From an optimization exercise on the open Yosys and OpenROAD flow, aimed at small area; shortcuts taken in it are not production practice. RTL that was checked went through simulation tests only; none was proved equivalent to the original. No functional check of the RTL was part of run 2. Power is estimated from default activity; no workload was simulated.

## flow/design.v (module list and top-level ports; edited modules follow where they fit)
// module vending_machine: 1253 lines
// module g_fa: 6 lines
// module g_ha: 6 lines
// module g_nand2: 5 lines
// module g_nor2: 5 lines
// module g_nor2b: 5 lines
// module g_and2: 5 lines
// module g_or2: 5 lines
// module g_inv: 5 lines
// module g_xor2: 5 lines
// module g_xnor2: 5 lines
// module g_a21oi: 5 lines
// module g_mux2i: 5 lines
// module g_a22oi: 5 lines
// module g_a222oi: 5 lines
// module g_a22o: 5 lines
module vending_machine(pclk,prst,pvalid,pready,paddr,pwdata,prdata,wr_rd,coin,coin_valid,num_of_tea_reqd,num_of_milk_reqd,num_of_coffee_reqd,num_of_tea_served,num_of_coffee_served,num_of_milk_served,machine_ready);
  // ...
==> flow/flow/run.sh <==
#!/bin/bash
# Own layout flow: the standard synthesis, every logic cell set to its smallest
# drive strength (the flow's timing repair sizes up what needs it), port buffers
# of the smallest buffer then the
# standard layout steps.
set -euo pipefail
bash standard.sh synth > synth.log 2>&1
R=orfs/results/$FLOW_PLATFORM/vending_machine/base
openroad -no_init -exit -threads "${NUM_CORES:-4}" \
  -log downsize.log flow/downsize.tcl > downsize.out 2>&1
bash standard.sh "BUFFER_PORTS_ARGS=-buffer_cell sky130_fd_sc_hd__buf_1" \
  "CTS_ARGS=-sink_clustering_enable -repair_clock_nets -dont_use_dummy_load -buf_list {sky130_fd_sc_hd__clkbuf_4 sky130_fd_sc_hd__clkbuf_8} -sink_clustering_size 12 -sink_clustering_max_diameter 60" \
  finish > layout.log 2>&1
==> flow/flow/downsize.tcl <==
# Swap each combinational cell of the synthesized netlist to the smallest-area
# cell of the same family (same name but the drive-strength suffix).
set res orfs/results/$::env(FLOW_PLATFORM)/vending_machine/base
read_db $res/1_synth.odb
set db [ord::get_db]
set lib_masters {}
foreach lib [$db getLibs] {
  foreach m [$lib getMasters] {
    set n [$m getName]
    if {[regexp {^(.*)_([0-9]+)$} $n -> base drive]} {
      dict lappend lib_masters $base $m
    }
  }
}
set dont_use {}
if {[info exists ::env(DONT_USE_CELLS)]} { set dont_use [split $::env(DONT_USE_CELLS)] }
set swapped 0
foreach inst [[[$db getChip] getBlock] getInsts] {
  set m [$inst getMaster]
  set n [$m getName]
  if {![regexp {^(.*)_([0-9]+)$} $n -> base drive]} { continue }
  if {[regexp {df|dl|sdf|edf|conb|tap|fill|decap|clk} $base]} { continue }
  set best $m
  set ba [expr {[$m getWidth] * [$m getHeight]}]
  foreach c [dict get $lib_masters $base] {
    if {[lsearch -exact $dont_use [$c getName]] >= 0} { continue }
    set a [expr {[$c getWidth] * [$c getHeight]}]
    if {$a < $ba} { set best $c; set ba $a }
  }
  if {$best ne $m} {
    $inst swapMaster $best
    incr swapped
  }
}
puts "downsized $swapped instances"
write_db $res/1_synth.odb
==> flow/standard.sh <==
#!/bin/bash
# synth_recipe.tcl (not shown) runs the flow's synth.tcl, then flattens the netlist and writes it again
# the make line also repeats each setting of config.mk as NAME=value (left out here)
make -C /OpenROAD-flow-scripts/flow DESIGN_CONFIG=/design/flow/config.mk WORK_HOME=/design/flow/orfs CLKGATE_MAP_FILE= SYNTH_SCRIPT=/design/flow/synth_recipe.tcl "${@:-finish}"
==> flow/config.mk <==
export PLATFORM = sky130hd
export DESIGN_NAME = vending_machine
export DESIGN_NICKNAME = vending_machine
export VERILOG_FILES = /design/flow/design.v
export SDC_FILE = /design/flow/constraint.sdc
export NUM_CORES = 4
export LEC_CHECK = 0
export CAP_MARGIN = 5
export CORE_MARGIN = 2
export CORE_UTILIZATION = 70
export GPL_TIMING_DRIVEN = 0
export SLEW_MARGIN = 5
export SYNTH_HIERARCHICAL = 1
==> flow/constraint.sdc <==
create_clock -name core_clock -period 12.0 [get_ports {pclk}]
set_input_delay 2.4000 -clock core_clock [delete_from_list [all_inputs] [get_ports {pclk}]]
set_output_delay 2.4000 -clock core_clock [all_outputs]
set_load 0.01 [all_outputs]
==> summary.txt, run 1 <==
Status
  • Status: timing/DRC/antenna clean

Layout
  • Buffer share of cell area: 3.65%
  • # fillers: 836
  • Fin util: 77.1%
  • Ant diodes: 0
  • Multi-input gates: 593
  • Clock-cell share of area: 1.28%
  • Non-clock buffers: 78
  • Layout cell share with drive strength beyond 1: 4.52%
  • Largest register FFs: 32

Pwr
  • Seq group: 0.479 mW
  • Max power group: combinational cells
  • PwrDens: 322 nW/µm²

Floorplanning
  • Die width: 117 µm
  • Die Y: 117 µm
  • # IOs: 74

Yosys
  • Cells after synthesis: 710
  • Syn avg cell area: 12.5 µm²

Worst hold path
  • Critical hold path startpoint: credit[23]

Critical path
  • WP data arrival: 11.85 ns
  • CP max stage delay: 0.54 ns
  • Register-to-register setup slack: 2.20 ns
  • CP startpoint kind: input port
  • Kind of critical path: input port to flip-flop

Detailed routing
  • Drt first pass iters: 5
  • Post-route ant nets: 0
  • Met1 wire length: 7940 µm
  • Drt initial violations: 430

Clocking
  • CTS Buf Count: 9

GRT
  • GR Layer Usage met1: 45.0%

Placed design
  • Number of port buffers: 73
==> run 2, diff against run 1 <==
--- a/flow/design.v
+++ b/flow/design.v
@@ -894,347 +894,341 @@
   wire n1010, n1011;
   g_fa u1012 (.a(n668), .b(n700), .ci(n1008), .s(n1010), .co(n1011));
   wire n1013, n1014;
   g_fa u1015 (.a(n701), .b(n733), .ci(n1011), .s(n1013), .co(n1014));
   wire n1016, n1017;
   g_fa u1018 (.a(n734), .b(n766), .ci(n1014), .s(n1016), .co(n1017));
   wire n1019, n1020;
   g_fa u1021 (.a(n767), .b(n799), .ci(n1017), .s(n1019), .co(n1020));
-  wire n1022;
-  g_xor2 u1023 (.a(n800), .b(n832), .y(n1022));
-  wire n1024;
-  g_xor2 u1025 (.a(n1022), .b(n1020), .y(n1024));
-  wire n1026;
-  g_mux2i u1027 (.a0(n800), .a1(n1020), .sel(n1022), .y(n1026));
-  wire n1028;
-  g_xor2 u1029 (.a(n833), .b(n865), .y(n1028));
-  wire n1030;
-  g_xnor2 u1031 (.a(n1028), .b(n1026), .y(n1030));
-  wire n1032;
-  g_nand2 u1033 (.a(n833), .b(n865), .y(n1032));
-  wire n1034;
-  g_nor2 u1035 (.a(n833), .b(n865), .y(n1034));
-  wire n1036;
-  g_a21oi u1037 (.a1(n1032), .a2(n1026), .b1(n1034), .y(n1036));
-  wire n1038;
-  g_xor2 u1039 (.a(n866), .b(n898), .y(n1038));
-  wire n1040;
-  g_xor2 u1041 (.a(n1038), .b(n1036), .y(n1040));
-  wire n1042;
-  g_mux2i u1043 (.a0(n866), .a1(n1036), .sel(n1038), .y(n1042));
-  wire n1044;
-  g_xor2 u1045 (.a(n928), .b(n1042), .y(n1044));
-  wire n1046;
-  g_nor2b u1047 (.a(n928), .bn(n1042), .y(n1046));
-  wire n1048;
-  g_xor2 u1049 (.a(n952), .b(n1046), .y(n1048));
-  wire n1050;
-  g_nor2b u1051 (.a(n952), .bn(n1046), .y(n1050));
-  wire n1052;
-  g_xor2 u1053 (.a(n953), .b(n967), .y(n1052));
-  wire n1054;
-  g_xnor2 u1055 (.a(n1052), .b(n1050), .y(n1054));
-  wire n1056;
-  g_nand2 u1057 (.a(n953), .b(n967), .y(n1056));
-  wire n1058;
-  g_nor2 u1059 (.a(n953), .b(n967), .y(n1058));
-  wire n1060;
-  g_a21oi u1061 (.a1(n1056), .a2(n1050), .b1(n1058), .y(n1060));
-  wire n1062;
-  g_xor2 u1063 (.a(n968), .b(n973), .y(n1062));
-  wire n1064;
-  g_xor2 u1065 (.a(n1062), .b(n1060), .y(n1064));
-  wire n1066;
-  g_mux2i u1067 (.a0(n968), .a1(n1060), .sel(n1062), .y(n1066));
-  wire n1068;
-  g_xor2 u1069 (.a(n976), .b(n1066), .y(n1068));
-  wire n1070;
-  g_nor2b u1071 (.a(n976), .bn(n1066), .y(n1070));
-  wire n1072;
-  g_xor2 u1073 (.a(c[21]), .b(n977), .y(n1072));
-  wire n1074;
-  g_xnor2 u1075 (.a(n1072), .b(n1070), .y(n1074));
-  wire n1076;
-  g_nand2 u1077 (.a(c[21]), .b(n977), .y(n1076));
-  wire n1078;
-  g_nor2 u1079 (.a(c[21]), .b(n977), .y(n1078));
-  wire n1080;
-  g_a21oi u1081 (.a1(n1076), .a2(n1070), .b1(n1078), .y(n1080));
-  assign low = {n1080, n1074, n1068, n1064, n1054, n1048, n1044, n1040, n1030, n1024, n1019, n1016, n1013, n1010, n1007, n1004, n1001, n997, n994, n990, n986, n983, n979};
-  wire n1082;
-  g_a222oi u1083 (.a1(st), .a2(tea_cost[0]), .b1(sc), .b2(coffee_cost[0]), .c1(sm), .c2(milk_cost[0]), .y(n1082));
-  wire n1084;
-  g_inv u1085 (.a(n1082), .y(n1084));
-  assign rsel[0] = n1084;
-  wire n1086;
-  g_a222oi u1087 (.a1(st), .a2(tea_cost[1]), .b1(sc), .b2(coffee_cost[1]), .c1(sm), .c2(milk_cost[1]), .y(n1086));
-  wire n1088;
-  g_inv u1089 (.a(n1086), .y(n1088));
-  assign rsel[1] = n1088;
-  wire n1090;
-  g_a222oi u1091 (.a1(st), .a2(tea_cost[2]), .b1(sc), .b2(coffee_cost[2]), .c1(sm), .c2(milk_cost[2]), .y(n1090));
-  wire n1092;
-  g_inv u1093 (.a(n1090), .y(n1092));
-  assign rsel[2] = n1092;
-  wire n1094;
-  g_a222oi u1095 (.a1(st), .a2(tea_cost[3]), .b1(sc), .b2(coffee_cost[3]), .c1(sm), .c2(milk_cost[3]), .y(n1094));
-  wire n1096;
-  g_inv u1097 (.a(n1094), .y(n1096));
-  assign rsel[3] = n1096;
-  wire n1098;
-  g_a222oi u1099 (.a1(st), .a2(tea_cost[4]), .b1(sc), .b2(coffee_cost[4]), .c1(sm), .c2(milk_cost[4]), .y(n1098));
-  wire n1100;
-  g_inv u1101 (.a(n1098), .y(n1100));
-  assign rsel[4] = n1100;
-  wire n1102;
-  g_a222oi u1103 (.a1(st), .a2(tea_cost[5]), .b1(sc), .b2(coffee_cost[5]), .c1(sm), .c2(milk_cost[5]), .y(n1102));
-  wire n1104;
-  g_inv u1105 (.a(n1102), .y(n1104));
-  assign rsel[5] = n1104;
-  wire n1106;
-  g_a222oi u1107 (.a1(st), .a2(tea_cost[6]), .b1(sc), .b2(coffee_cost[6]), .c1(sm), .c2(milk_cost[6]), .y(n1106));
-  wire n1108;
-  g_inv u1109 (.a(n1106), .y(n1108));
-  assign rsel[6] = n1108;
-  wire n1110;
-  g_a222oi u1111 (.a1(st), .a2(tea_cost[7]), .b1(sc), .b2(coffee_cost[7]), .c1(sm), .c2(milk_cost[7]), .y(n1110));
-  wire n1112;
-  g_inv u1113 (.a(n1110), .y(n1112));
-  assign rsel[7] = n1112;
-  wire n1114;
-  g_and2 u1115 (.a(num_of_tea_reqd[0]), .b(sv), .y(n1114));
-  assign served_d[0] = n1114;
-  wire n1116;
-  g_and2 u1117 (.a(num_of_tea_reqd[1]), .b(sv), .y(n1116));
-  assign served_d[1] = n1116;
-  wire n1118;
-  g_and2 u1119 (.a(num_of_tea_reqd[2]), .b(sv), .y(n1118));
-  assign served_d[2] = n1118;
-  wire n1120;
-  g_and2 u1121 (.a(num_of_tea_reqd[3]), .b(sv), .y(n1120));
-  assign served_d[3] = n1120;
-  wire n1122;
-  g_and2 u1123 (.a(num_of_coffee_reqd[0]), .b(sv), .y(n1122));
-  assign served_d[4] = n1122;
-  wire n1124;
-  g_and2 u1125 (.a(num_of_coffee_reqd[1]), .b(sv), .y(n1124));
-  assign served_d[5] = n1124;
-  wire n1126;
-  g_and2 u1127 (.a(num_of_coffee_reqd[2]), .b(sv), .y(n1126));
-  assign served_d[6] = n1126;
-  wire n1128;
-  g_and2 u1129 (.a(num_of_coffee_reqd[3]), .b(sv), .y(n1128));
-  assign served_d[7] = n1128;
-  wire n1130;
-  g_and2 u1131 (.a(num_of_milk_reqd[0]), .b(sv), .y(n1130));
-  assign served_d[8] = n1130;
-  wire n1132;
-  g_and2 u1133 (.a(num_of_milk_reqd[1]), .b(sv), .y(n1132));
-  assign served_d[9] = n1132;
-  wire n1134;
-  g_and2 u1135 (.a(num_of_milk_reqd[2]), .b(sv), .y(n1134));
-  assign served_d[10] = n1134;
-  wire n1136;
-  g_and2 u1137 (.a(num_of_milk_reqd[3]), .b(sv), .y(n1136));
-  assign served_d[11] = n1136;
-  wire n1138;
-  g_a22o u1139 (.a1(tkp), .a2(low[0]), .b1(kpp), .b2(c[0]), .y(n1138));
-  assign credit_d[0] = n1138;
-  wire n1140;
-  g_a22o u1141 (.a1(tkp), .a2(low[1]), .b1(kpp), .b2(c[1]), .y(n1140));
-  assign credit_d[1] = n1140;
-  wire n1142;
-  g_a22o u1143 (.a1(tkp), .a2(low[2]), .b1(kpp), .b2(c[2]), .y(n1142));
-  assign credit_d[2] = n1142;
-  wire n1144;
-  g_a22o u1145 (.a1(tkp), .a2(low[3]), .b1(kpp), .b2(c[3]), .y(n1144));
-  assign credit_d[3] = n1144;
-  wire n1146;
-  g_a22o u1147 (.a1(tkp), .a2(low[4]), .b1(kpp), .b2(c[4]), .y(n1146));
-  assign credit_d[4] = n1146;
-  wire n1148;
-  g_a22o u1149 (.a1(tkp), .a2(low[5]), .b1(kpp), .b2(c[5]), .y(n1148));
-  assign credit_d[5] = n1148;
-  wire n1150;
-  g_a22o u1151 (.a1(tkp), .a2(low[6]), .b1(kpp), .b2(c[6]), .y(n1150));
-  assign credit_d[6] = n1150;
-  wire n1152;
-  g_a22o u1153 (.a1(tkp), .a2(low[7]), .b1(kpp), .b2(c[7]), .y(n1152));
-  assign credit_d[7] = n1152;
-  wire n1154;
-  g_a22o u1155 (.a1(tkp), .a2(low[8]), .b1(kpp), .b2(c[8]), .y(n1154));
-  assign credit_d[8] = n1154;
-  wire n1156;
-  g_a22o u1157 (.a1(tkp), .a2(low[9]), .b1(kpp), .b2(c[9]), .y(n1156));
-  assign credit_d[9] = n1156;
-  wire n1158;
-  g_a22o u1159 (.a1(tkp), .a2(low[10]), .b1(kpp), .b2(c[10]), .y(n1158));
-  assign credit_d[10] = n1158;
-  wire n1160;
-  g_a22o u1161 (.a1(tkp), .a2(low[11]), .b1(kpp), .b2(c[11]), .y(n1160));
-  assign credit_d[11] = n1160;
-  wire n1162;
-  g_a22o u1163 (.a1(tkp), .a2(low[12]), .b1(kpp), .b2(c[12]), .y(n1162));
-  assign credit_d[12] = n1162;
-  wire n1164;
-  g_a22o u1165 (.a1(tkp), .a2(low[13]), .b1(kpp), .b2(c[13]), .y(n1164));
-  assign credit_d[13] = n1164;
-  wire n1166;
-  g_a22o u1167 (.a1(tkp), .a2(low[14]), .b1(kpp), .b2(c[14]), .y(n1166));
-  assign credit_d[14] = n1166;
-  wire n1168;
-  g_a22o u1169 (.a1(tkp), .a2(low[15]), .b1(kpp), .b2(c[15]), .y(n1168));
-  assign credit_d[15] = n1168;
-  wire n1170;
-  g_a22o u1171 (.a1(tkp), .a2(low[16]), .b1(kpp), .b2(c[16]), .y(n1170));
-  assign credit_d[16] = n1170;
-  wire n1172;
-  g_a22o u1173 (.a1(tkp), .a2(low[17]), .b1(kpp), .b2(c[17]), .y(n1172));
-  assign credit_d[17] = n1172;
-  wire n1174;
-  g_a22o u1175 (.a1(tkp), .a2(low[18]), .b1(kpp), .b2(c[18]), .y(n1174));
-  assign credit_d[18] = n1174;
-  wire n1176;
-  g_a22o u1177 (.a1(tkp), .a2(low[19]), .b1(kpp), .b2(c[19]), .y(n1176));
-  assign credit_d[19] = n1176;
-  wire n1178;
-  g_a22o u1179 (.a1(tkp), .a2(low[20]), .b1(kpp), .b2(c[20]), .y(n1178));
-  assign credit_d[20] = n1178;
-  wire n1180;
-  g_a22o u1181 (.a1(tkp), .a2(low[21]), .b1(kpp), .b2(c[21]), .y(n1180));
-  assign credit_d[21] = n1180;
+  wire n1022, n1023;
+  g_fa u1024 (.a(n800), .b(n832), .ci(n1020), .s(n1022), .co(n1023));
+  wire n1025;
+  g_xor2 u1026 (.a(n833), .b(n865), .y(n1025));
+  wire n1027;
+  g_xor2 u1028 (.a(n1025), .b(n1023), .y(n1027));
+  wire n1029;
+  g_mux2i u1030 (.a0(n833), .a1(n1023), .sel(n1025), .y(n1029));
+  wire n1031;
+  g_xor2 u1032 (.a(n866), .b(n898), .y(n1031));
+  wire n1033;
+  g_xnor2 u1034 (.a(n1031), .b(n1029), .y(n1033));
+  wire n1035;
+  g_nand2 u1036 (.a(n866), .b(n898), .y(n1035));
+  wire n1037;
+  g_nor2 u1038 (.a(n866), .b(n898), .y(n1037));
+  wire n1039;
+  g_a21oi u1040 (.a1(n1035), .a2(n1029), .b1(n1037), .y(n1039));
+  wire n1041;
+  g_xnor2 u1042 (.a(n928), .b(n1039), .y(n1041));
+  wire n1043;
+  g_or2 u1044 (.a(n928), .b(n1039), .y(n1043));
+  wire n1045;
+  g_xnor2 u1046 (.a(n952), .b(n1043), .y(n1045));
+  wire n1047;
+  g_or2 u1048 (.a(n952), .b(n1043), .y(n1047));
+  wire n1049;
+  g_xor2 u1050 (.a(n953), .b(n967), .y(n1049));
+  wire n1051;
+  g_xor2 u1052 (.a(n1049), .b(n1047), .y(n1051));
+  wire n1053;
+  g_mux2i u1054 (.a0(n953), .a1(n1047), .sel(n1049), .y(n1053));
+  wire n1055;
+  g_xor2 u1056 (.a(n968), .b(n973), .y(n1055));
+  wire n1057;
+  g_xnor2 u1058 (.a(n1055), .b(n1053), .y(n1057));
+  wire n1059;
+  g_nand2 u1060 (.a(n968), .b(n973), .y(n1059));
+  wire n1061;
+  g_nor2 u1062 (.a(n968), .b(n973), .y(n1061));
+  wire n1063;
+  g_a21oi u1064 (.a1(n1059), .a2(n1053), .b1(n1061), .y(n1063));
+  wire n1065;
+  g_xnor2 u1066 (.a(n976), .b(n1063), .y(n1065));
+  wire n1067;
+  g_or2 u1068 (.a(n976), .b(n1063), .y(n1067));
+  wire n1069;
+  g_xor2 u1070 (.a(c[21]), .b(n977), .y(n1069));
+  wire n1071;
+  g_xor2 u1072 (.a(n1069), .b(n1067), .y(n1071));
+  wire n1073;
+  g_mux2i u1074 (.a0(c[21]), .a1(n1067), .sel(n1069), .y(n1073));
+  wire n1075;
+  g_inv u1076 (.a(n1073), .y(n1075));
+  assign low = {n1075, n1071, n1065, n1057, n1051, n1045, n1041, n1033, n1027, n1022, n1019, n1016, n1013, n1010, n1007, n1004, n1001, n997, n994, n990, n986, n983, n979};
+  wire n1077;
+  g_a222oi u1078 (.a1(st), .a2(tea_cost[0]), .b1(sc), .b2(coffee_cost[0]), .c1(sm), .c2(milk_cost[0]), .y(n1077));
+  wire n1079;
+  g_inv u1080 (.a(n1077), .y(n1079));
+  assign rsel[0] = n1079;
+  wire n1081;
+  g_a222oi u1082 (.a1(st), .a2(tea_cost[1]), .b1(sc), .b2(coffee_cost[1]), .c1(sm), .c2(milk_cost[1]), .y(n1081));
+  wire n1083;
+  g_inv u1084 (.a(n1081), .y(n1083));
+  assign rsel[1] = n1083;
+  wire n1085;
+  g_a222oi u1086 (.a1(st), .a2(tea_cost[2]), .b1(sc), .b2(coffee_cost[2]), .c1(sm), .c2(milk_cost[2]), .y(n1085));
+  wire n1087;
+  g_inv u1088 (.a(n1085), .y(n1087));
+  assign rsel[2] = n1087;
+  wire n1089;
+  g_a222oi u1090 (.a1(st), .a2(tea_cost[3]), .b1(sc), .b2(coffee_cost[3]), .c1(sm), .c2(milk_cost[3]), .y(n1089));
+  wire n1091;
+  g_inv u1092 (.a(n1089), .y(n1091));
+  assign rsel[3] = n1091;
+  wire n1093;
+  g_a222oi u1094 (.a1(st), .a2(tea_cost[4]), .b1(sc), .b2(coffee_cost[4]), .c1(sm), .c2(milk_cost[4]), .y(n1093));
+  wire n1095;
+  g_inv u1096 (.a(n1093), .y(n1095));
+  assign rsel[4] = n1095;
+  wire n1097;
+  g_a222oi u1098 (.a1(st), .a2(tea_cost[5]), .b1(sc), .b2(coffee_cost[5]), .c1(sm), .c2(milk_cost[5]), .y(n1097));
+  wire n1099;
+  g_inv u1100 (.a(n1097), .y(n1099));
+  assign rsel[5] = n1099;
+  wire n1101;
+  g_a222oi u1102 (.a1(st), .a2(tea_cost[6]), .b1(sc), .b2(coffee_cost[6]), .c1(sm), .c2(milk_cost[6]), .y(n1101));
+  wire n1103;
+  g_inv u1104 (.a(n1101), .y(n1103));
+  assign rsel[6] = n1103;
+  wire n1105;
+  g_a222oi u1106 (.a1(st), .a2(tea_cost[7]), .b1(sc), .b2(coffee_cost[7]), .c1(sm), .c2(milk_cost[7]), .y(n1105));
+  wire n1107;
+  g_inv u1108 (.a(n1105), .y(n1107));
+  assign rsel[7] = n1107;
+  wire n1109;
+  g_and2 u1110 (.a(num_of_tea_reqd[0]), .b(sv), .y(n1109));
+  assign served_d[0] = n1109;
+  wire n1111;
+  g_and2 u1112 (.a(num_of_tea_reqd[1]), .b(sv), .y(n1111));
+  assign served_d[1] = n1111;
+  wire n1113;
+  g_and2 u1114 (.a(num_of_tea_reqd[2]), .b(sv), .y(n1113));
+  assign served_d[2] = n1113;
+  wire n1115;
+  g_and2 u1116 (.a(num_of_tea_reqd[3]), .b(sv), .y(n1115));
+  assign served_d[3] = n1115;
+  wire n1117;
+  g_and2 u1118 (.a(num_of_coffee_reqd[0]), .b(sv), .y(n1117));
+  assign served_d[4] = n1117;
+  wire n1119;
+  g_and2 u1120 (.a(num_of_coffee_reqd[1]), .b(sv), .y(n1119));
+  assign served_d[5] = n1119;
+  wire n1121;
+  g_and2 u1122 (.a(num_of_coffee_reqd[2]), .b(sv), .y(n1121));
+  assign served_d[6] = n1121;
+  wire n1123;
+  g_and2 u1124 (.a(num_of_coffee_reqd[3]), .b(sv), .y(n1123));
+  assign served_d[7] = n1123;
+  wire n1125;
+  g_and2 u1126 (.a(num_of_milk_reqd[0]), .b(sv), .y(n1125));
+  assign served_d[8] = n1125;
+  wire n1127;
+  g_and2 u1128 (.a(num_of_milk_reqd[1]), .b(sv), .y(n1127));
+  assign served_d[9] = n1127;
+  wire n1129;
+  g_and2 u1130 (.a(num_of_milk_reqd[2]), .b(sv), .y(n1129));
+  assign served_d[10] = n1129;
+  wire n1131;
+  g_and2 u1132 (.a(num_of_milk_reqd[3]), .b(sv), .y(n1131));
+  assign served_d[11] = n1131;
+  wire n1133;
+  g_a22o u1134 (.a1(tkp), .a2(low[0]), .b1(kpp), .b2(c[0]), .y(n1133));
+  assign credit_d[0] = n1133;
+  wire n1135;
+  g_a22o u1136 (.a1(tkp), .a2(low[1]), .b1(kpp), .b2(c[1]), .y(n1135));
+  assign credit_d[1] = n1135;
+  wire n1137;
+  g_a22o u1138 (.a1(tkp), .a2(low[2]), .b1(kpp), .b2(c[2]), .y(n1137));
+  assign credit_d[2] = n1137;
+  wire n1139;
+  g_a22o u1140 (.a1(tkp), .a2(low[3]), .b1(kpp), .b2(c[3]), .y(n1139));
+  assign credit_d[3] = n1139;
+  wire n1141;
+  g_a22o u1142 (.a1(tkp), .a2(low[4]), .b1(kpp), .b2(c[4]), .y(n1141));
+  assign credit_d[4] = n1141;
+  wire n1143;
+  g_a22o u1144 (.a1(tkp), .a2(low[5]), .b1(kpp), .b2(c[5]), .y(n1143));
+  assign credit_d[5] = n1143;
+  wire n1145;
+  g_a22o u1146 (.a1(tkp), .a2(low[6]), .b1(kpp), .b2(c[6]), .y(n1145));
+  assign credit_d[6] = n1145;
+  wire n1147;
+  g_a22o u1148 (.a1(tkp), .a2(low[7]), .b1(kpp), .b2(c[7]), .y(n1147));
+  assign credit_d[7] = n1147;
+  wire n1149;
+  g_a22o u1150 (.a1(tkp), .a2(low[8]), .b1(kpp), .b2(c[8]), .y(n1149));
+  assign credit_d[8] = n1149;
+  wire n1151;
+  g_a22o u1152 (.a1(tkp), .a2(low[9]), .b1(kpp), .b2(c[9]), .y(n1151));
+  assign credit_d[9] = n1151;
+  wire n1153;
+  g_a22o u1154 (.a1(tkp), .a2(low[10]), .b1(kpp), .b2(c[10]), .y(n1153));
+  assign credit_d[10] = n1153;
+  wire n1155;
+  g_a22o u1156 (.a1(tkp), .a2(low[11]), .b1(kpp), .b2(c[11]), .y(n1155));
+  assign credit_d[11] = n1155;
+  wire n1157;
+  g_a22o u1158 (.a1(tkp), .a2(low[12]), .b1(kpp), .b2(c[12]), .y(n1157));
+  assign credit_d[12] = n1157;
+  wire n1159;
+  g_a22o u1160 (.a1(tkp), .a2(low[13]), .b1(kpp), .b2(c[13]), .y(n1159));
+  assign credit_d[13] = n1159;
+  wire n1161;
+  g_a22o u1162 (.a1(tkp), .a2(low[14]), .b1(kpp), .b2(c[14]), .y(n1161));
+  assign credit_d[14] = n1161;
+  wire n1163;
+  g_a22o u1164 (.a1(tkp), .a2(low[15]), .b1(kpp), .b2(c[15]), .y(n1163));
+  assign credit_d[15] = n1163;
+  wire n1165;
+  g_a22o u1166 (.a1(tkp), .a2(low[16]), .b1(kpp), .b2(c[16]), .y(n1165));
+  assign credit_d[16] = n1165;
+  wire n1167;
+  g_a22o u1168 (.a1(tkp), .a2(low[17]), .b1(kpp), .b2(c[17]), .y(n1167));
+  assign credit_d[17] = n1167;
+  wire n1169;
+  g_a22o u1170 (.a1(tkp), .a2(low[18]), .b1(kpp), .b2(c[18]), .y(n1169));
+  assign credit_d[18] = n1169;
+  wire n1171;
+  g_a22o u1172 (.a1(tkp), .a2(low[19]), .b1(kpp), .b2(c[19]), .y(n1171));
+  assign credit_d[19] = n1171;
+  wire n1173;
+  g_a22o u1174 (.a1(tkp), .a2(low[20]), .b1(kpp), .b2(c[20]), .y(n1173));
+  assign credit_d[20] = n1173;
+  wire n1175;
+  g_a22o u1176 (.a1(tkp), .a2(low[21]), .b1(kpp), .b2(c[21]), .y(n1175));
+  assign credit_d[21] = n1175;
   assign O[22] = 1'b1;
   assign Z[22] = 1'b1;
   assign O[23] = credit[22];
   assign Z[23] = ~credit[22];
-  wire n1182;
-  g_and2 u1183 (.a(O[23]), .b(credit[23]), .y(n1182));
-  assign O[24] = n1182;
-  wire n1184;
-  g_nor2b u1185 (.a(credit[23]), .bn(Z[23]), .y(n1184));
-  assign Z[24] = n1184;
-  wire n1186;
-  g_and2 u1187 (.a(O[24]), .b(credit[24]), .y(n1186));
-  assign O[25] = n1186;
-  wire n1188;
-  g_nor2b u1189 (.a(credit[24]), .bn(Z[24]), .y(n1188));
-  assign Z[25] = n1188;
-  wire n1190;
-  g_and2 u1191 (.a(O[25]), .b(credit[25]), .y(n1190));
-  assign O[26] = n1190;
-  wire n1192;
-  g_nor2b u1193 (.a(credit[25]), .bn(Z[25]), .y(n1192));
-  assign Z[26] = n1192;
-  wire n1194;
-  g_and2 u1195 (.a(O[26]), .b(credit[26]), .y(n1194));
-  assign O[27] = n1194;
-  wire n1196;
-  g_nor2b u1197 (.a(credit[26]), .bn(Z[26]), .y(n1196));
-  assign Z[27] = n1196;
-  wire n1198;
-  g_and2 u1199 (.a(O[27]), .b(credit[27]), .y(n1198));
-  assign O[28] = n1198;
-  wire n1200;
-  g_nor2b u1201 (.a(credit[27]), .bn(Z[27]), .y(n1200));
-  assign Z[28] = n1200;
-  wire n1202;
-  g_and2 u1203 (.a(O[28]), .b(credit[28]), .y(n1202));
-  assign O[29] = n1202;
-  wire n1204;
-  g_nor2b u1205 (.a(credit[28]), .bn(Z[28]), .y(n1204));
-  assign Z[29] = n1204;
-  wire n1206;
-  g_and2 u1207 (.a(O[29]), .b(credit[29]), .y(n1206));
-  assign O[30] = n1206;
-  wire n1208;
-  g_nor2b u1209 (.a(credit[29]), .bn(Z[29]), .y(n1208));
-  assign Z[30] = n1208;
-  wire n1210;
-  g_and2 u1211 (.a(O[30]), .b(credit[30]), .y(n1210));
-  assign O[31] = n1210;
-  wire n1212;
-  g_nor2b u1213 (.a(credit[30]), .bn(Z[30]), .y(n1212));
-  assign Z[31] = n1212;
-  wire n1214;
-  g_and2 u1215 (.a(O[31]), .b(credit[31]), .y(n1214));
-  assign O[32] = n1214;
-  wire n1216;
-  g_nor2b u1217 (.a(credit[31]), .bn(Z[31]), .y(n1216));
-  assign Z[32] = n1216;
-  wire n1218;
-  g_nor2 u1219 (.a(up), .b(dn), .y(n1218));
-  wire n1220;
-  g_xor2 u1221 (.a(credit[22]), .b(n1218), .y(n1220));
-  wire n1222;
-  g_nor2 u1223 (.a(prst), .b(n1220), .y(n1222));
-  assign credit_d[22] = n1222;
-  wire n1224;
-  g_a22oi u1225 (.a1(up), .a2(O[23]), .b1(dn), .b2(Z[23]), .y(n1224));
-  wire n1226;
-  g_xor2 u1227 (.a(credit[23]), .b(n1224), .y(n1226));
-  wire n1228;
-  g_nor2 u1229 (.a(prst), .b(n1226), .y(n1228));
-  assign credit_d[23] = n1228;
-  wire n1230;
-  g_a22oi u1231 (.a1(up), .a2(O[24]), .b1(dn), .b2(Z[24]), .y(n1230));
-  wire n1232;
-  g_xor2 u1233 (.a(credit[24]), .b(n1230), .y(n1232));
-  wire n1234;
-  g_nor2 u1235 (.a(prst), .b(n1232), .y(n1234));
-  assign credit_d[24] = n1234;
-  wire n1236;
-  g_a22oi u1237 (.a1(up), .a2(O[25]), .b1(dn), .b2(Z[25]), .y(n1236));
-  wire n1238;
-  g_xor2 u1239 (.a(credit[25]), .b(n1236), .y(n1238));
-  wire n1240;
-  g_nor2 u1241 (.a(prst), .b(n1238), .y(n1240));
-  assign credit_d[25] = n1240;
-  wire n1242;
-  g_a22oi u1243 (.a1(up), .a2(O[26]), .b1(dn), .b2(Z[26]), .y(n1242));
-  wire n1244;
-  g_xor2 u1245 (.a(credit[26]), .b(n1242), .y(n1244));
-  wire n1246;
-  g_nor2 u1247 (.a(prst), .b(n1244), .y(n1246));
-  assign credit_d[26] = n1246;
-  wire n1248;
-  g_a22oi u1249 (.a1(up), .a2(O[27]), .b1(dn), .b2(Z[27]), .y(n1248));
-  wire n1250;
-  g_xor2 u1251 (.a(credit[27]), .b(n1248), .y(n1250));
-  wire n1252;
-  g_nor2 u1253 (.a(prst), .b(n1250), .y(n1252));
-  assign credit_d[27] = n1252;
-  wire n1254;
-  g_a22oi u1255 (.a1(up), .a2(O[28]), .b1(dn), .b2(Z[28]), .y(n1254));
-  wire n1256;
-  g_xor2 u1257 (.a(credit[28]), .b(n1254), .y(n1256));
-  wire n1258;
-  g_nor2 u1259 (.a(prst), .b(n1256), .y(n1258));
-  assign credit_d[28] = n1258;
-  wire n1260;
-  g_a22oi u1261 (.a1(up), .a2(O[29]), .b1(dn), .b2(Z[29]), .y(n1260));
-  wire n1262;
-  g_xor2 u1263 (.a(credit[29]), .b(n1260), .y(n1262));
-  wire n1264;
-  g_nor2 u1265 (.a(prst), .b(n1262), .y(n1264));
-  assign credit_d[29] = n1264;
-  wire n1266;
-  g_a22oi u1267 (.a1(up), .a2(O[30]), .b1(dn), .b2(Z[30]), .y(n1266));
-  wire n1268;
-  g_xor2 u1269 (.a(credit[30]), .b(n1266), .y(n1268));
-  wire n1270;
-  g_nor2 u1271 (.a(prst), .b(n1268), .y(n1270));
-  assign credit_d[30] = n1270;
-  wire n1272;
-  g_a22oi u1273 (.a1(up), .a2(O[31]), .b1(dn), .b2(Z[31]), .y(n1272));
-  wire n1274;
-  g_xor2 u1275 (.a(credit[31]), .b(n1272), .y(n1274));
-  wire n1276;
-  g_nor2 u1277 (.a(prst), .b(n1274), .y(n1276));
-  assign credit_d[31] = n1276;
+  wire n1177;
+  g_and2 u1178 (.a(O[23]), .b(credit[23]), .y(n1177));
+  assign O[24] = n1177;
+  wire n1179;
+  g_nor2b u1180 (.a(credit[23]), .bn(Z[23]), .y(n1179));
+  assign Z[24] = n1179;
+  wire n1181;
+  g_and2 u1182 (.a(O[24]), .b(credit[24]), .y(n1181));
+  assign O[25] = n1181;
+  wire n1183;
+  g_nor2b u1184 (.a(credit[24]), .bn(Z[24]), .y(n1183));
+  assign Z[25] = n1183;
+  wire n1185;
+  g_and2 u1186 (.a(O[25]), .b(credit[25]), .y(n1185));
+  assign O[26] = n1185;
+  wire n1187;
+  g_nor2b u1188 (.a(credit[25]), .bn(Z[25]), .y(n1187));
+  assign Z[26] = n1187;
+  wire n1189;
+  g_and2 u1190 (.a(O[26]), .b(credit[26]), .y(n1189));
+  assign O[27] = n1189;
+  wire n1191;
+  g_nor2b u1192 (.a(credit[26]), .bn(Z[26]), .y(n1191));
+  assign Z[27] = n1191;
+  wire n1193;
+  g_and2 u1194 (.a(O[27]), .b(credit[27]), .y(n1193));
+  assign O[28] = n1193;
+  wire n1195;
+  g_nor2b u1196 (.a(credit[27]), .bn(Z[27]), .y(n1195));
+  assign Z[28] = n1195;
+  wire n1197;
+  g_and2 u1198 (.a(O[28]), .b(credit[28]), .y(n1197));
+  assign O[29] = n1197;
+  wire n1199;
+  g_nor2b u1200 (.a(credit[28]), .bn(Z[28]), .y(n1199));
+  assign Z[29] = n1199;
+  wire n1201;
+  g_and2 u1202 (.a(O[29]), .b(credit[29]), .y(n1201));
+  assign O[30] = n1201;
+  wire n1203;
+  g_nor2b u1204 (.a(credit[29]), .bn(Z[29]), .y(n1203));
+  assign Z[30] = n1203;
+  wire n1205;
+  g_and2 u1206 (.a(O[30]), .b(credit[30]), .y(n1205));
+  assign O[31] = n1205;
+  wire n1207;
+  g_nor2b u1208 (.a(credit[30]), .bn(Z[30]), .y(n1207));
+  assign Z[31] = n1207;
+  wire n1209;
+  g_and2 u1210 (.a(O[31]), .b(credit[31]), .y(n1209));
+  assign O[32] = n1209;
+  wire n1211;
+  g_nor2b u1212 (.a(credit[31]), .bn(Z[31]), .y(n1211));
+  assign Z[32] = n1211;
+  wire n1213;
+  g_nor2 u1214 (.a(up), .b(dn), .y(n1213));
+  wire n1215;
+  g_xor2 u1216 (.a(credit[22]), .b(n1213), .y(n1215));
+  wire n1217;
+  g_nor2 u1218 (.a(prst), .b(n1215), .y(n1217));
+  assign credit_d[22] = n1217;
+  wire n1219;
+  g_a22oi u1220 (.a1(up), .a2(O[23]), .b1(dn), .b2(Z[23]), .y(n1219));
+  wire n1221;
+  g_xor2 u1222 (.a(credit[23]), .b(n1219), .y(n1221));
+  wire n1223;
+  g_nor2 u1224 (.a(prst), .b(n1221), .y(n1223));
+  assign credit_d[23] = n1223;
+  wire n1225;
+  g_a22oi u1226 (.a1(up), .a2(O[24]), .b1(dn), .b2(Z[24]), .y(n1225));
+  wire n1227;
+  g_xor2 u1228 (.a(credit[24]), .b(n1225), .y(n1227));
+  wire n1229;
+  g_nor2 u1230 (.a(prst), .b(n1227), .y(n1229));
+  assign credit_d[24] = n1229;
+  wire n1231;
+  g_a22oi u1232 (.a1(up), .a2(O[25]), .b1(dn), .b2(Z[25]), .y(n1231));
+  wire n1233;
+  g_xor2 u1234 (.a(credit[25]), .b(n1231), .y(n1233));
+  wire n1235;
+  g_nor2 u1236 (.a(prst), .b(n1233), .y(n1235));
+  assign credit_d[25] = n1235;
+  wire n1237;
+  g_a22oi u1238 (.a1(up), .a2(O[26]), .b1(dn), .b2(Z[26]), .y(n1237));
+  wire n1239;
+  g_xor2 u1240 (.a(credit[26]), .b(n1237), .y(n1239));
+  wire n1241;
+  g_nor2 u1242 (.a(prst), .b(n1239), .y(n1241));
+  assign credit_d[26] = n1241;
+  wire n1243;
+  g_a22oi u1244 (.a1(up), .a2(O[27]), .b1(dn), .b2(Z[27]), .y(n1243));
+  wire n1245;
+  g_xor2 u1246 (.a(credit[27]), .b(n1243), .y(n1245));
+  wire n1247;
+  g_nor2 u1248 (.a(prst), .b(n1245), .y(n1247));
+  assign credit_d[27] = n1247;
+  wire n1249;
+  g_a22oi u1250 (.a1(up), .a2(O[28]), .b1(dn), .b2(Z[28]), .y(n1249));
+  wire n1251;
+  g_xor2 u1252 (.a(credit[28]), .b(n1249), .y(n1251));
+  wire n1253;
+  g_nor2 u1254 (.a(prst), .b(n1251), .y(n1253));
+  assign credit_d[28] = n1253;
+  wire n1255;
+  g_a22oi u1256 (.a1(up), .a2(O[29]), .b1(dn), .b2(Z[29]), .y(n1255));
+  wire n1257;
+  g_xor2 u1258 (.a(credit[29]), .b(n1255), .y(n1257));
+  wire n1259;
+  g_nor2 u1260 (.a(prst), .b(n1257), .y(n1259));
+  assign credit_d[29] = n1259;
+  wire n1261;
+  g_a22oi u1262 (.a1(up), .a2(O[30]), .b1(dn), .b2(Z[30]), .y(n1261));
+  wire n1263;
+  g_xor2 u1264 (.a(credit[30]), .b(n1261), .y(n1263));
+  wire n1265;
+  g_nor2 u1266 (.a(prst), .b(n1263), .y(n1265));
+  assign credit_d[30] = n1265;
+  wire n1267;
+  g_a22oi u1268 (.a1(up), .a2(O[31]), .b1(dn), .b2(Z[31]), .y(n1267));
+  wire n1269;
+  g_xor2 u1270 (.a(credit[31]), .b(n1267), .y(n1269));
+  wire n1271;
+  g_nor2 u1272 (.a(prst), .b(n1269), .y(n1271));
+  assign credit_d[31] = n1271;
 wire c31 = credit[31] ^ (cc22 & O[31]);
 wire chi_zero = cc22 ? O[32] : Z[32];
 wire ok = coin_valid & ~c31;
 wire serve = ~c31 & (low[22] | ~chi_zero);
 wire take = ok & (low[22] | ~chi_zero);
 wire bw = ok & ~chi_zero & ~low[22];
 assign up = cc22 & ~bw;
 assign dn = bw & ~cc22;
==> summary.txt, run 2 <==
Status
  • Status: timing/DRC/antenna clean

Clocking
  • CTS root buf: clkbuf_8
  • Clk slew on worst S/H paths: 0.09 ns
  • CTS tree: done
  • Later-pin clock latency in the skew report: 0.40 ns
  • CTS max path bufs: 2
  • Sink Count: 102
  • CTS hold repair buffers: 0
  • CTS Buf Count: 9 (unchanged)
  • H-Tree Depth: 3

Critical path
  • Crit path max fanout: 17
  • Kind of critical path: input port to flip-flop
  • Worst R2R Start: tea_cost[0]
  • CP startpoint kind: input port
  • CP max stage delay: 0.57 ns (+0.03 ns)
  • Critical Path Most Common Cell: fa_1
  • CP max-delay cell: fa_1
  • Worst setup EP type: flip-flop
  • Worst Reg2Reg Path Length in Cells: 32
  • Reg-to-reg endpoint: credit[12]
  • Register-to-register setup slack: 1.97 ns (-0.23 ns)
  • CP startpoint: num_of_tea_reqd[1]
  • CP Capture Point: credit[12]
  • WP data arrival: 11.98 ns (+0.13 ns)
  • Critical path required time: 12.27 ns

Timing
  • Fin. max-slew vios: 0
  • Period utilisation layout: 97.6%
  • Clock Skews: 0.0411 ns
  • Slew HR: 21.1%
  • Final setup violation count: 0
  • Worst-margin pin slew: 1.18 ns
  • Post-layout minimum cycle time: 11.71 ns
  • Worst Setup Slack, final: 0.291 ns
  • Fmax: 0.0854 GHz
  • RSZ-0062 raised after global routing: no
  • Final hold vios: 0

Pwr
  • Reg power frac: 14.7%
  • Comb power frac: 79.8%
  • Clock power share: 5.5%
  • Sw Share: 44.5%
  • PwrDens: 334 nW/µm² (+3.7%)
  • Leakage: 3.53 nW
  • Power Internal: 1.82 mW
  • Psw: 1.45 mW
  • Max VDD drop: 529 µV

Layout
  • Most frequent cells in the layout: nand2_1 (199), fa_1 (191), edfxtp_1 (69)
  • Ant diodes: 0 (unchanged)
  • Layout net count: 1062
  • Fin util: 78.4% (+1.2 points)
  • Synthesis-to-layout area growth: 10.4%
  • Layout cell share with drive strength beyond 1: 7.38% (+2.9 points)
  • Fin cells: 972
  • Largest register FFs: 32 (unchanged)
  • Biggest register: credit
  • Commonest non-fill, non-tap cell in the layout: nand2_1

Job
  • Max-cap violations: 0

GRT
  • First-pass GRT wire length: 32700 µm
  • Vias in the first global route: 6556
  • GRT overflow: 0
  • Initial antenna violation count: 0
  • Largest net degree at the start of global routing: 23
  • GRT Total Usage: 33.2%

Floorplanning
  • Rows: 41
  • Core area: 12500 µm²
  • # IOs: 74 (unchanged)
  • Die Y: 117 µm (about the same)
  • Initial Utilization: 71.0%
  • Die width: 117 µm (about the same)
  • Die area: 13600 µm²

Detailed routing
  • Residual DRC: 0
  • Routed vias: 5929
  • Drt first pass iters: 6 (+1)
  • DRT Wirelength: 20900 µm
  • Vias per inst: 6.10
  • Drt initial violations: 498 (+16%)
  • Post-route ant nets: 0 (unchanged)
  • Wire length per cell: 21.5 µm

Placed design
  • Placed Cells: 955
  • Placer congestion estimate: 0.886
  • Dpl ws: -1.85 ns
  • HPWL Detailed: 16000 µm
  • Number of port buffers: 73 (unchanged)

Yosys
  • YS warnings: 7
  • Mapped Nets: 967
  • Mapped cell area: 8880 µm²
  • Syn avg cell area: 12.6 µm² (+0.35%)
  • Cells after synthesis: 707 (-0.42%)

Worst hold path
  • Min-Delay Path Class: flip-flop to flip-flop
## run 2: cell count changes in the layout (fill, tap and decap cells not counted), moves of 4 or more
cell | previous run | this run
a22oi_1 | 8 | 3
a22oi_2 | 1 | 6
buf_4 | 3 | 9
buf_6 | 3 | 7
fa_2 | 0 | 4
xor2_1 | 25 | 21
## run 2: how the worst min path moves through the flow
stage / cells after the start / endpoint / slack [ns] / startpoint
after detailed placement: 2 / credit[25] / 0.54 / credit[25]
after global routing: 2 / credit[24] / 0.58 / credit[24]
after CTS: 2 / credit[23] / 0.56 / credit[23]
after global placement: 2 / credit[25] / 0.52 / credit[25]
after floorplan: 2 / credit[23] / 0.51 / credit[23]
final: 2 / credit[24] / 0.56 / credit[24]
## run 2: final cells by class
class / instances / area (µm²)
tap: 172 / 215
fill: 823 / 2710
buffer: 2 / 7.51
multi-input combinational: 589 / 6230
sequential: 102 / 2730
inverter: 15 / 56.3
clock buffer: 9 / 124
timing repair buffer: 83 / 447
## run 2: routing by layer
metal	vias to the layer above	global-route usage (%)	routed length (µm)
met1	2993	44.1	7730
li1	2533	-	-
met2	344	53.0	10300
met4	0	15.9	749
met5	-	0	0
met3	59	7.63	2110
## run 2: what timing repair did
item / 4_1_cts / 5_1_grt
setup buffers: 5 / 2
endpoints found under the setup margin: 44 / 44
cloned: 1 / 0
pin swaps: 4 / 8
resized for setup: 74 / 24
## run 2: power by group through the flow
stage,clock network [mW],logic [mW],registers (mW)
global placement,0,2.17,0.486
global route,0.195,2.93,0.487
finish,0.180,2.61,0.481
floorplan,0,1.83,0.487
CTS,0.183,2.52,0.481
detailed placement,0,2.38,0.489
## run 2: stage by stage
step	power, mW	hold slack (ns)	instance area, µm²	setup TNS, ns
floorplan	2.32	0.505	8880	0
global placement	2.65	0.519	9370	-76.10
detailed placement	2.86	0.537	9430	-69.14
CTS	3.18	0.564	9710	0
global route	3.62	0.582	9810	0
finish	3.27	0.559	9810	0
## run 2: worst max-delay path, delay by kind of cell
kind / cells / cell delay (ns)
AND/OR/NAND/NOR: 8 / 1.66
multiplexers: 3 / 0.69
adder cells (fa/ha/maj): 14 / 5.96
AO/OA/AOI/OAI: 4 / 0.63
buffers and inverters: 4 / 0.64

-- what the ideal ports hide --
The results above use ideal ports. As a check the final layouts listed here were re-extracted and re-timed, cells and wires unchanged.
Step 1, drivers: a clkbuf_16 drives pclk and a buf_2 each remaining input, both assumed.
Step 2, shift: input delay + t, output delay - t, t = (earliest + latest rising clock arrival at the registers) / 2. This alone moves slack from input paths to output paths.
Three values: ideal ports, drivers, drivers and shift; two values: the first two.
run | shift t [ns] | setup slack, ns | hold WS [ns] | clock arrival spread, ns | worst data-port slew with drivers (ns)
run 1 | 0.416 | 0.398 / 0.407 / -0.010 | 0.560 / 0.560 / 0.560 | 0.041 / 0.041 | 0.05
run 2 | 0.417 | 0.291 / 0.271 / -0.146 | 0.559 / 0.559 / 0.559 | 0.041 / 0.041 | 0.05
Met with ideal ports but missed after step 2: setup timing in run 1 and run 2. For run 2, which loses most, drivers alone change the setup slack by -0.020 ns; drivers and shift together by -0.437 ns.
